This design comes from an exercise in tuning for small area on the open sky130 flow, not from production work. In this exercise RTL edits were held to simulation tests only and were not proved equivalent to the original.

## flow/design.v (module list and top-level ports; edited modules follow where they fit)
// module weight_lut: 668 lines
// module wl_a211oi: 3 lines
// module wl_a21oi: 3 lines
// module wl_a221oi: 3 lines
// module wl_a22oi: 3 lines
// module wl_a311oi: 3 lines
// module wl_a31o: 3 lines
// module wl_a31oi: 3 lines
// module wl_a32oi: 3 lines
// module wl_a41oi: 3 lines
// module wl_clkinv: 3 lines
// module wl_nand2: 3 lines
// module wl_nand3: 3 lines
// module wl_nand4: 3 lines
// module wl_nor2: 3 lines
// module wl_nor3: 3 lines
// module wl_o2111ai: 3 lines
// module wl_o211ai: 3 lines
// module wl_o21a: 3 lines
// module wl_o21ai: 3 lines
// module wl_o221ai: 3 lines
// module wl_o22ai: 3 lines
// module wl_o311ai: 3 lines
// module wl_o31ai: 3 lines
// module hdr_fa: 11 lines
// module hdr_ha: 10 lines
// module hdr_d1step: 24 lines
// module hdr_nrstep: 27 lines
// module HDR_4f: 2307 lines
module HDR_4f
#(
  parameter  C_DATA_WIDTH              = 24
)
(
  input  wire                    reset       ,
  input  wire                    clk         ,
  input  wire                    data_in_VS  ,
  input  wire                    data_in_HS  ,
  input  wire                    data_in_DE  ,
  input  wire [C_DATA_WIDTH-1:0] data_in_B   ,
  input  wire [C_DATA_WIDTH-1:0] data_in_MH  ,
  input  wire [C_DATA_WIDTH-1:0] data_in_ML  ,
  input  wire [C_DATA_WIDTH-1:0] data_in_D   ,
  output wire                    data_out_VS ,
  output wire                    data_out_HS ,
  output wire                    data_out_DE ,
  output wire [C_DATA_WIDTH+5:0] data_out
) ;
  localparam TOTAL_DELAY = 40;
  localparam NCOMP       = 22;
  localparam NDLY        = TOTAL_DELAY - NCOMP;
  genvar gi;
  reg [TOTAL_DELAY-1:0] VS_d;
  reg [TOTAL_DELAY-1:0] HS_d;
  reg [TOTAL_DELAY-1:0] DE_d;
  reg [5:0]             rst_cnt;
  wire                  out_ok = rst_cnt[5] & rst_cnt[3];    
  always @(posedge clk)
  begin
    VS_d <= {VS_d[TOTAL_DELAY-2:0], data_in_VS};
    HS_d <= {HS_d[TOTAL_DELAY-2:0], data_in_HS};
    DE_d <= {DE_d[TOTAL_DELAY-2:0], data_in_DE};
  end
  always @(posedge clk or posedge reset)
  begin
    if (reset)
      rst_cnt <= 6'd0;
    else if (!out_ok)
      rst_cnt <= rst_cnt + 6'd1;
  end
  assign data_out_VS = VS_d[TOTAL_DELAY-1] | ~out_ok;
  assign data_out_HS = HS_d[TOTAL_DELAY-1] | ~out_ok;
  assign data_out_DE = DE_d[TOTAL_DELAY-1] &  out_ok;
  reg [95:0] ch_1;
  always @(posedge clk)
    ch_1 <= {data_in_B, data_in_MH, data_in_ML, data_in_D};
  wire [9:0]  s_B  = ch_1[95:88] + ch_1[87:80] + ch_1[79:72];
  wire [9:0]  s_MH = ch_1[71:64] + ch_1[63:56] + ch_1[55:48];
  wire [9:0]  s_ML = ch_1[47:40] + ch_1[39:32] + ch_1[31:24];
  wire [9:0]  s_D  = ch_1[23:16] + ch_1[15:8]  + ch_1[7:0];
  wire [7:0]  wl_B, wl_MH, wl_ML, wl_D;
  weight_lut u_lut_B  (.s(s_B ), .w(wl_B ));
  // ...
==> flow/run.sh <==
#!/bin/bash
# synth_recipe.tcl (not shown) runs the flow's synth.tcl, then flattens the netlist and writes it again
# the make line also repeats each setting of config.mk as NAME=value (left out here)
make -C /OpenROAD-flow-scripts/flow DESIGN_CONFIG=/design/flow/config.mk WORK_HOME=/design/flow/orfs CLKGATE_MAP_FILE= SYNTH_SCRIPT=/design/flow/synth_recipe.tcl finish
==> flow/config.mk <==
export PLATFORM = sky130hd
export DESIGN_NAME = HDR_4f
export DESIGN_NICKNAME = HDR_4f
export VERILOG_FILES = /design/flow/design.v
export SDC_FILE = /design/flow/constraint.sdc
export NUM_CORES = 4
export LEC_CHECK = 0
export CAP_MARGIN = 20
export CORE_MARGIN = 2
export CORE_UTILIZATION = 40
export CTS_CLUSTER_DIAMETER = 80
export CTS_CLUSTER_SIZE = 26
export GPL_TIMING_DRIVEN = 0
export PLACE_DENSITY = 0.6
export SLEW_MARGIN = 20
export SYNTH_HIERARCHICAL = 1
export SYNTH_MINIMUM_KEEP_SIZE = 0
==> flow/constraint.sdc <==
create_clock -name core_clock -period 5.0 [get_ports {clk}]
set_input_delay 1.0000 -clock core_clock [delete_from_list [all_inputs] [get_ports {clk}]]
set_output_delay 1.0000 -clock core_clock [all_outputs]
set_load 0.01 [all_outputs]
==> tab_implementation.tex, run 1 <==
\begin{tabular}{lr}
\hline
Metric & Value \\
\hline
\multicolumn{2}{l}{\textbf{Run status}} \\
\quad Result of the run & complete, no violations \\
\multicolumn{2}{l}{\textbf{Run}} \\
\quad Max\_cap viols & 0 \\
\multicolumn{2}{l}{\textbf{Floorplanning}} \\
\quad X dimension of the die & slightly above 500 µm \\
\quad Area of the core region & $\sim$260000 µm² \\
\quad Row cnt & 187 \\
\quad I/O pin total & about 130 \\
\multicolumn{2}{l}{\textbf{Finish}} \\
\quad Post-route non-filler standard cell count & $\sim$12k \\
\quad Commonest non-fill, non-tap cells in the layout & 2236 x dfxtp\_1, 1300 x fa\_1, 1122 x nand2\_1 \\
\quad Non-clock inverter total of the final layout & between 700 and 800 \\
\quad Top cell category & multi-input combinational cells \\
\quad Post-route cell area & approximately 120000 µm² \\
\quad Sequential cell area share & 39.51\% \\
\quad Clock buffer instance count of the final layout & between 100 and 150 \\
\quad Most common cell after layout, fill and taps aside & dfxtp\_1 \\
\multicolumn{2}{l}{\textbf{Worst setup path}} \\
\quad Kind of start point of the critical path & flop \\
\quad Element type at the critical path end & flop \\
\multicolumn{2}{l}{\textbf{Timing}} \\
\quad Setup TNS after final layout & 0 ns \\
\quad Final count of hold timing violations & 0 \\
\quad Max-slew violation count & 0 \\
\multicolumn{2}{l}{\textbf{Detailed routing}} \\
\quad Aggregate routed wire length & 263900 µm \\
\quad Detailed-route vias per instance & between 5 and 6 \\
\quad Detailed Routing Iterations Pass 1 & 6 \\
\multicolumn{2}{l}{\textbf{Placement}} \\
\quad Number of cells in the design after placement & 12.02k \\
\quad Detail Placement HPWL & approximately 210000 µm \\
\quad DP Worst Slack & -1.410 ns \\
\multicolumn{2}{l}{\textbf{Min path}} \\
\quad Terminating pin of the worst hold path & g\_nr[2].r[72]\$\_DFF\_P\_ \\
\multicolumn{2}{l}{\textbf{Clocking}} \\
\quad Hold buffers post-CTS & 0 \\
\quad Number of H-tree levels & 3 \\
\quad Worst-case clock buffer depth & 3 \\
\hline
\end{tabular}
==> run 2: changes to the inputs <==
--- a/flow/config.mk
+++ b/flow/config.mk
@@ -11,5 +11,4 @@
 export CTS_CLUSTER_DIAMETER = 80
 export CTS_CLUSTER_SIZE = 26
-export GPL_TIMING_DRIVEN = 0
 export PLACE_DENSITY = 0.6
 export SLEW_MARGIN = 20
==> run 2 against run 1 <==
- sequential share of layout area shrank 0.34 points
- setup slack gained 0.054 ns
- wire length shrank 1.1%
- utilization grew 0.34 points
- cell count grew 1.1%
- cell area grew 0.77%
- sequential cell count is the same
- clock-buffer cell count grew 2
- clock skew shrank 0.037 ns
- global-route usage shrank 0.19 points
- largest cell class unchanged
==> tab_implementation.tex, run 2 <==
\begin{tabular}{lr}
\hline
Metric & Value \\
\hline
\multicolumn{2}{l}{\textbf{Floorplanning}} \\
\quad Total die area & 264800 µm² (unchanged) \\
\quad Row cnt & 187 (unchanged) \\
\quad Initial standard-cell utilization of the core & 40.19\% (unchanged) \\
\quad I/O pin total & 134 (unchanged) \\
\quad Height of the chip & 514.6 µm (unchanged) \\
\quad Area of the core region & 259500 µm² (unchanged) \\
\quad X dimension of the die & 514.6 µm (unchanged) \\
\multicolumn{2}{l}{\textbf{Timing}} \\
\quad Slew margin rel. & 33.14\% (was 29.03\%) \\
\quad Final clock skew & 0.04939 ns (was 0.08681 ns) \\
\quad Setup slack after layout & 0.1287 ns (was 0.07500 ns) \\
\quad Actual transition at the worst max-transition pin & 0.9992 ns (was 1.063 ns) \\
\quad Final critical-path share of the clock period & 97.43\% (was 98.50\%) \\
\quad Max-slew violation count & 0 (unchanged) \\
\quad Final setup fails & 0 (unchanged) \\
\quad Final count of hold timing violations & 0 (unchanged) \\
\quad Peak clock frequency supported by timing & 205.3 MHz (was 203.0 MHz) \\
\quad Post-route minimum period & 4.871 ns (was 4.925 ns) \\
\multicolumn{2}{l}{\textbf{Min path}} \\
\quad Tightest Hold Check Type & flop to flop (unchanged) \\
\multicolumn{2}{l}{\textbf{Yosys}} \\
\quad Synth Instances & 8447 (unchanged) \\
\quad Avg Synthesized Cell Area & 12.35 µm² (unchanged) \\
\quad Total number of yosys warnings & 7 (unchanged) \\
\quad Area of the mapped netlist & 104300 µm² (unchanged) \\
\multicolumn{2}{l}{\textbf{Finish}} \\
\quad Final-stage net count & 10.79k (was 10.65k) \\
\quad Proportion of layout cells with a drive suffix above 1 & 16.52\% (was 15.87\%) \\
\quad Post-route cell area & 116600 µm² (was 115700 µm²) \\
\quad Commonest non-fill, non-tap cells in the layout & 2264 x dfxtp\_1, 1337 x fa\_1, 1122 x nand2\_1 (was 2236 x dfxtp\_1, 1300 x fa\_1, 1122 x nand2\_1) \\
\quad Count of filler cells inserted in the layout & 23.61k (was 23.64k) \\
\quad Largest register by flop count & g\_nr.r (unchanged) \\
\quad Relative area change from synthesis to final layout & 11.83\% (was 10.97\%) \\
\quad Most common cell after layout, fill and taps aside & dfxtp\_1 (unchanged) \\
\quad Max FFs per register & 574 (unchanged) \\
\multicolumn{2}{l}{\textbf{Placement}} \\
\quad Total of buffers placed on input and output ports & 133 (unchanged) \\
\quad DP Worst Slack & -0.01654 ns (was -1.410 ns) \\
\quad Area of placed instances & 112700 µm² (was 110500 µm²) \\
\quad Placer congestion estimate & 0.9152 (was 0.9332) \\
\quad Detail Placement HPWL & 207300 µm (was 209100 µm) \\
\multicolumn{2}{l}{\textbf{Detailed routing}} \\
\quad Detailed Routing Iterations Pass 1 & 6 (unchanged) \\
\quad ANT nets after route & 0 (unchanged) \\
\quad DR iter-0 viols & 4173 (was 4220) \\
\quad DRC errors left & 0 (unchanged) \\
\quad Aggregate routed wire length & 261000 µm (was 263900 µm) \\
\quad Detailed-route vias per instance & 4.977 (was 5.030) \\
\quad Total number of vias & 61.71k (was 61.69k) \\
\quad Routed length per instance & 21.05 µm (was 21.51 µm) \\
\multicolumn{2}{l}{\textbf{Run}} \\
\quad Max\_cap viols & 0 (unchanged) \\
\multicolumn{2}{l}{\textbf{GRT}} \\
\quad Via count of the first global-routing pass & 67.14k (was 66.83k) \\
\quad Wire length of the first global-routing pass & 404100 µm (was 405600 µm) \\
\quad Aggregate global-route resource usage & 19.86\% (was 20.04\%) \\
\quad Pin count of the biggest net entering global routing & 37 (was 28) \\
\quad Residual overflow from global routing & 0 (unchanged) \\
\quad Initial antenna violation count & 11 (was 6) \\
\multicolumn{2}{l}{\textbf{Run status}} \\
\quad Result of the run & complete, no violations (unchanged) \\
\multicolumn{2}{l}{\textbf{Clocking}} \\
\quad TritonCTS clock tree & yes (unchanged) \\
\quad Number of H-tree levels & 3 (unchanged) \\
\quad Worst-case clock buffer depth & 3 (unchanged) \\
\quad Later-pin clock latency in the skew report & 0.80 ns (was 0.81 ns) \\
\quad Hold buffers post-CTS & 0 (unchanged) \\
\quad Sinks on the clock net & 2280 (unchanged) \\
\quad Clock tree root driver cell & clkbuf\_16 (unchanged) \\
\quad Clock buffer count from CTS & 112 (was 111) \\
\quad Clock Pin Slew Worst Setup and Hold Paths & 0.09 ns (about the same) \\
\multicolumn{2}{l}{\textbf{Worst setup path}} \\
\quad Type of the worst setup path & flop to flop (unchanged) \\
\quad Worst EP required & 5.70 ns (was 5.64 ns) \\
\quad CP startpoint & d1\_st[5][88]\$\_DFF\_P\_ (was w\_2[13]\$\_DFF\_P\_) \\
\quad R2R Setup Slk & 0.13 ns (was 0.07 ns) \\
\quad Endpoint of the worst-slack reg-to-reg timing path & d1\_st[6][45]\$\_DFF\_P\_ (was zg\_b\_3[11]\$\_DFF\_P\_) \\
\quad Kind of start point of the critical path & flop (unchanged) \\
\quad Critical Path Fanout Max & 5 (was 10) \\
\quad Worst flop-to-flop path startpoint & d1\_st[5][88]\$\_DFF\_P\_ (was w\_2[13]\$\_DFF\_P\_) \\
\quad Depth of the most critical reg-to-reg path & 14 (was 9) \\
\quad Critical Path AT & 5.57 ns (about the same) \\
\quad Crit path capture & d1\_st[6][45]\$\_DFF\_P\_ (was zg\_b\_3[11]\$\_DFF\_P\_) \\
\quad Element type at the critical path end & flop (unchanged) \\
\hline
\end{tabular}
-- run 2: cell type report --
class / instances / area [µm²] / area share [%]
multi-input cells: 5241 / 55350 / 47.46
flip-flops and latches: 2280 / 45690 / 39.18
repair buffers: 595 / 5085 / 4.360
well taps: 3402 / 4257 / 3.650
clock buffers: 118 / 2878 / 2.468
inverters: 725 / 2721 / 2.334
clock inverters: 36 / 638.1 / 0.5472
diodes: 2 / 5.005 / 0.004292
-- run 2: layer usage --
metal | vias to the layer above | global-route usage (%) | part of all wire (%)
met2 | 2032 | 31.90 | 46
met4 | 8 | 7.957 | 4.5
met5 | - | 0 | 0.018
met3 | 509 | 3.397 | 6.0
met1 | 31180 | 26.64 | 44
li1 | 27980 | - | -
-- run 2: worst min-delay path by stage --
stage	from	end	slack, ns	cells past startpoint
global placement	g_nr[7].r[36]$_DFF_P_	g_nr[8].r[37]$_DFF_P_	0.31	0
CTS	VS_d[11]$_DFF_P_	VS_d[12]$_DFF_P_	0.29	0
floorplan	DE_d[9]$_DFF_P_	DE_d[10]$_DFF_P_	0.31	0
detailed placement	dly[236]$_DFF_P_	dly[266]$_DFF_P_	0.31	0
global route	VS_d[11]$_DFF_P_	VS_d[12]$_DFF_P_	0.31	0
finish	VS_d[11]$_DFF_P_	VS_d[12]$_DFF_P_	0.30	0
-- run 2: repair_timing --
action | in CTS | in global routing
pin swaps | 4 | 21
endpoints found under the setup margin | 23 | 190
resized for setup | 0 | 62
gates cloned | 0 | 15
buffers inserted | 1 | 9
-- run 2: worst max-delay path: stages (launching register included) --
cell	delay, ns
dfxtp_2	0.36
inv_1	0.06
ha_1	0.14
inv_1	0.05
fa_1	0.37
fa_1	0.41
fa_1	0.40
fa_1	0.39
fa_1	0.39
fa_1	0.42
fa_1	0.39
fa_1	0.39
fa_2	0.42
nor2_4	0.21
mux2_2	0.36
-- run 2: stage by stage --
| stage | cells | hold WS, ns | util [%] | setup TNS, ns |
|---|---|---|---|---|
| 3_3_place_gp | 12220 | 0.3098 | 43.44 | 0 |
| 2_1_floorplan | 8458 | 0.3096 | - | 0 |
| 5_1_grt | 12400 | 0.3102 | 44.94 | -0.1098 |
| 6_report | 12400 | 0.3008 | 44.94 | 0 |
| 3_5_place_dp | 12220 | 0.3121 | 43.44 | -0.05829 |
| 4_1_cts | 12370 | 0.2944 | 44.81 | 0 |
==> run 3: changes to the inputs <==
--- a/flow/config.mk
+++ b/flow/config.mk
@@ -9,6 +9,6 @@
 export CORE_MARGIN = 2
 export CORE_UTILIZATION = 40
-export CTS_CLUSTER_DIAMETER = 80
-export CTS_CLUSTER_SIZE = 26
+export CTS_CLUSTER_DIAMETER = 60
+export CTS_CLUSTER_SIZE = 32
 export PLACE_DENSITY = 0.6
 export SLEW_MARGIN = 20
==> run 3 against run 2 <==
- sequential share of layout area decreased by 0.51 points
- cell area is 1.3% higher
- clock skew grew 0.053 ns
- clock-buffer cell count is 25 higher
- sequential cell count did not move
- first-iteration DRC count up 3.4%
- non-clock buffer count grew 1
- register-to-register slack is essentially flat
- setup slack better by 0.0064 ns
- still clean
- fmax rose by 0.13%
==> tab_implementation.tex, run 3 <==
\begin{tabular}{lr}
\hline
Metric & Value \\
\hline
\multicolumn{2}{l}{\textbf{Placement}} \\
\quad Placer congestion estimate & 0.9152 (unchanged) \\
\quad DP Worst Slack & -0.01654 ns (unchanged) \\
\quad Total of buffers placed on input and output ports & 133 (unchanged) \\
\quad Number of cells in the design after placement & 12.22k (unchanged) \\
\quad Detail Placement HPWL & 207300 µm (unchanged) \\
\multicolumn{2}{l}{\textbf{GRT}} \\
\quad Wire length of the first global-routing pass & 404800 µm (was 404100 µm) \\
\quad Residual overflow from global routing & 0 (unchanged) \\
\quad Pin count of the biggest net entering global routing & 37 (unchanged) \\
\quad Initial antenna violation count & 7 (was 11) \\
\quad Via count of the first global-routing pass & 67.41k (was 67.14k) \\
\quad Aggregate global-route resource usage & 19.92\% (was 19.86\%) \\
\multicolumn{2}{l}{\textbf{Timing}} \\
\quad Setup slack after layout & 0.1351 ns (was 0.1287 ns) \\
\quad Final setup fails & 0 (unchanged) \\
\quad Post-route minimum period & 4.865 ns (was 4.871 ns) \\
\quad Slew margin rel. & 31.02\% (was 33.14\%) \\
\quad Final count of hold timing violations & 0 (unchanged) \\
\quad Post-Route Hold Slack & 0.2858 ns (was 0.3008 ns) \\
\quad Peak clock frequency supported by timing & 205.6 MHz (was 205.3 MHz) \\
\quad Actual transition at the worst max-transition pin & 1.035 ns (was 0.9992 ns) \\
\quad Max-slew violation count & 0 (unchanged) \\
\quad Final clock skew & 0.1026 ns (was 0.04939 ns) \\
\quad Final critical-path share of the clock period & 97.30\% (was 97.43\%) \\
\multicolumn{2}{l}{\textbf{Run status}} \\
\quad Result of the run & complete, no violations (unchanged) \\
\multicolumn{2}{l}{\textbf{Finish}} \\
\quad Max FFs per register & 574 (unchanged) \\
\quad Proportion of layout cells with a drive suffix above 1 & 17.32\% (was 16.52\%) \\
\quad Final-stage net count & 10.82k (was 10.79k) \\
\quad Commonest non-fill, non-tap cells in the layout & 2263 x dfxtp\_1, 1335 x fa\_1, 1122 x nand2\_1 (was 2264 x dfxtp\_1, 1337 x fa\_1, 1122 x nand2\_1) \\
\quad Post-route non-filler standard cell count & 12.49k (was 12.40k) \\
\quad Largest register by flop count & g\_nr.r (unchanged) \\
\quad Most common cell after layout, fill and taps aside & dfxtp\_1 (unchanged) \\
\quad Relative area change from synthesis to final layout & 13.31\% (was 11.83\%) \\
\multicolumn{2}{l}{\textbf{Detailed routing}} \\
\quad Detailed-route vias per instance & 4.955 (was 4.977) \\
\quad Detailed Routing Iterations Pass 1 & 6 (unchanged) \\
\quad DR iter-0 viols & 4313 (was 4173) \\
\quad Routed length per instance & 20.95 µm (was 21.05 µm) \\
\quad DRC errors left & 0 (unchanged) \\
\quad ANT nets after route & 0 (unchanged) \\
\quad Total number of vias & 61.87k (was 61.71k) \\
\quad Aggregate routed wire length & 261600 µm (was 261000 µm) \\
\multicolumn{2}{l}{\textbf{Floorplanning}} \\
\quad Row cnt & 187 (unchanged) \\
\quad Total die area & 264800 µm² (unchanged) \\
\quad Height of the chip & 514.6 µm (unchanged) \\
\quad Initial standard-cell utilization of the core & 40.19\% (unchanged) \\
\quad X dimension of the die & 514.6 µm (unchanged) \\
\quad I/O pin total & 134 (unchanged) \\
\quad Area of the core region & 259500 µm² (unchanged) \\
\multicolumn{2}{l}{\textbf{Clocking}} \\
\quad Sinks on the clock net & 2280 (unchanged) \\
\quad Later-pin clock latency in the skew report & 0.84 ns (was 0.80 ns) \\
\quad Number of H-tree levels & 4 (was 3) \\
\quad Hold buffers post-CTS & 0 (unchanged) \\
\quad Clock tree root driver cell & clkbuf\_16 (unchanged) \\
\quad Clock buffer count from CTS & 133 (was 112) \\
\quad Clock Pin Slew Worst Setup and Hold Paths & 0.10 ns (was 0.09 ns) \\
\quad TritonCTS clock tree & yes (unchanged) \\
\quad Worst-case clock buffer depth & 3 (unchanged) \\
\multicolumn{2}{l}{\textbf{Worst setup path}} \\
\quad Family of cells with the greatest summed delay on the critical path & adder cells (unchanged) \\
\quad CP startpoint & d1\_st[3][88]\$\_DFF\_P\_ (was d1\_st[5][88]\$\_DFF\_P\_) \\
\quad Most prevalent standard cell on the critical path & fa\_1 (unchanged) \\
\quad R2R Setup Slk & 0.14 ns (was 0.13 ns) \\
\quad Total buffers and inverters traversed by the critical path & 2 (unchanged) \\
\quad Series of cell instances along the critical path & inv\_1, ha\_1, inv\_1, fa\_1, fa\_1, fa\_1, fa\_1, fa\_1, fa\_1, fa\_1, fa\_2, fa\_2, nor2\_4, mux2\_2 (was inv\_1, ha\_1, inv\_1, fa\_1, fa\_1, fa\_1, fa\_1, fa\_1, fa\_1, fa\_1, fa\_1, fa\_2, nor2\_4, mux2\_2) \\
\quad Worst EP required & 5.70 ns (about the same) \\
\quad Longest individual stage delay on the worst path & 0.46 ns (was 0.42 ns) \\
\quad Kind of start point of the critical path & flop (unchanged) \\
\quad Critical Path AT & 5.57 ns (about the same) \\
\quad Slowest stage cell on the critical path & fa\_2 (was fa\_1) \\
\quad Type of the worst setup path & flop to flop (unchanged) \\
\quad Worst flop-to-flop path startpoint & d1\_st[3][88]\$\_DFF\_P\_ (was d1\_st[5][88]\$\_DFF\_P\_) \\
\quad Critical Path Fanout Max & 5 (unchanged) \\
\quad Element type at the critical path end & flop (unchanged) \\
\multicolumn{2}{l}{\textbf{Min path}} \\
\quad Tightest Hold Check Type & flop to flop (unchanged) \\
\quad Hold wc startpoint & VS\_d[11]\$\_DFF\_P\_ (unchanged) \\
\multicolumn{2}{l}{\textbf{Yosys}} \\
\quad Area of the mapped netlist & 104300 µm² (unchanged) \\
\quad Synth Instances & 8447 (unchanged) \\
\quad Avg Synthesized Cell Area & 12.35 µm² (unchanged) \\
\quad Total number of yosys warnings & 7 (unchanged) \\
\multicolumn{2}{l}{\textbf{Run}} \\
\quad Max\_cap viols & 0 (unchanged) \\
\hline
\end{tabular}
## run 3: cell count changes in the layout (fill, tap and decap cells not counted), sizes merged, moves of 2 or more
cell / change
inv: +31
clkinvlp: +5
clkinv: +18
bufinv: +5
clkbuf: +24
buf: +2
## run 3: final cells by class
| cell class | count | area, µm² |
|---|---|---|
| Antenna cell | 2 | 5.005 |
| Clock buffer | 143 | 3418 |
| Clock inverter | 95 | 1605 |
| Fill cell | 23450 | 141300 |
| Inverter | 725 | 2725 |
| Multi-Input combinational cell | 5242 | 55380 |
| Sequential cell | 2280 | 45690 |
| Tap cell | 3402 | 4257 |
| Timing Repair Buffer | 596 | 5082 |
## run 3: through the flow
step           utilization (%)  setup TNS [ns]  cell area (µm²)
6_report                 45.54               0           118200
5_1_grt                  45.54       -0.007061           118200
4_1_cts                  45.39               0           117800
3_5_place_dp             43.44        -0.05829           112700
3_3_place_gp             43.44               0           112700
2_1_floorplan                -               0           104300
## run 3: path summary, 6_finish.rpt
kind,cells past startpoint,endpoint
hold / removal,0,VS_d[12]$_DFF_P_
hold reg to reg,0,VS_d[12]$_DFF_P_
setup / recovery,14,d1_st[4][45]$_DFF_P_
max in group asynchronous,2,rst_cnt[0]$_DFFE_PP0N_
setup reg to reg,14,d1_st[4][45]$_DFF_P_
min in group asynchronous,2,rst_cnt[5]$_DFFE_PP0N_
## run 3: repair_timing
item	CTS	global route
pin swaps	5	25
gates cloned	0	16
setup endpoints to repair	38	190
buffers inserted	2	9
resized for setup	2	69
## run 3: metal layers
| layer | up-vias | track usage [%] | routed length, µm |
|---|---|---|---|
| met5 | - | 0 | 10 |
| met1 | 31150 | 26.56 | 113200 |
| li1 | 28100 | - | - |
| met2 | 2095 | 31.97 | 120300 |
| met4 | 2 | 8.017 | 11580 |
| met3 | 525 | 3.664 | 16560 |

==> port drivers added, routing unchanged <==
The results above use ideal ports. As a check the final layouts listed here were re-extracted and re-timed, cells and wires unchanged. Step 1: set_driving_cell puts a clkbuf_16 on clk and a buf_2 on each other input, an assumption about the parent block. Step 2 adds t to the input delays and takes it off the output delays; t is the mean of the earliest and latest rising clock arrival at the registers after step 1. Input paths then give back, and output paths get back, about the clock's delay inside the block. Three values: ideal ports, drivers, drivers and shift; two values: the first two.
| run | t (ns) | setup WS [ns] | clock arrival spread, ns |
|---|---|---|---|
| run 1 | 0.867 | 0.075 / 0.075 / 0.075 | 0.090 / 0.090 |
| run 2 | 0.891 | 0.129 / 0.129 / 0.129 | 0.080 / 0.080 |
| run 3 | 0.886 | 0.135 / 0.135 / 0.135 | 0.103 / 0.103 |
After both steps every run listed still meets setup and hold.
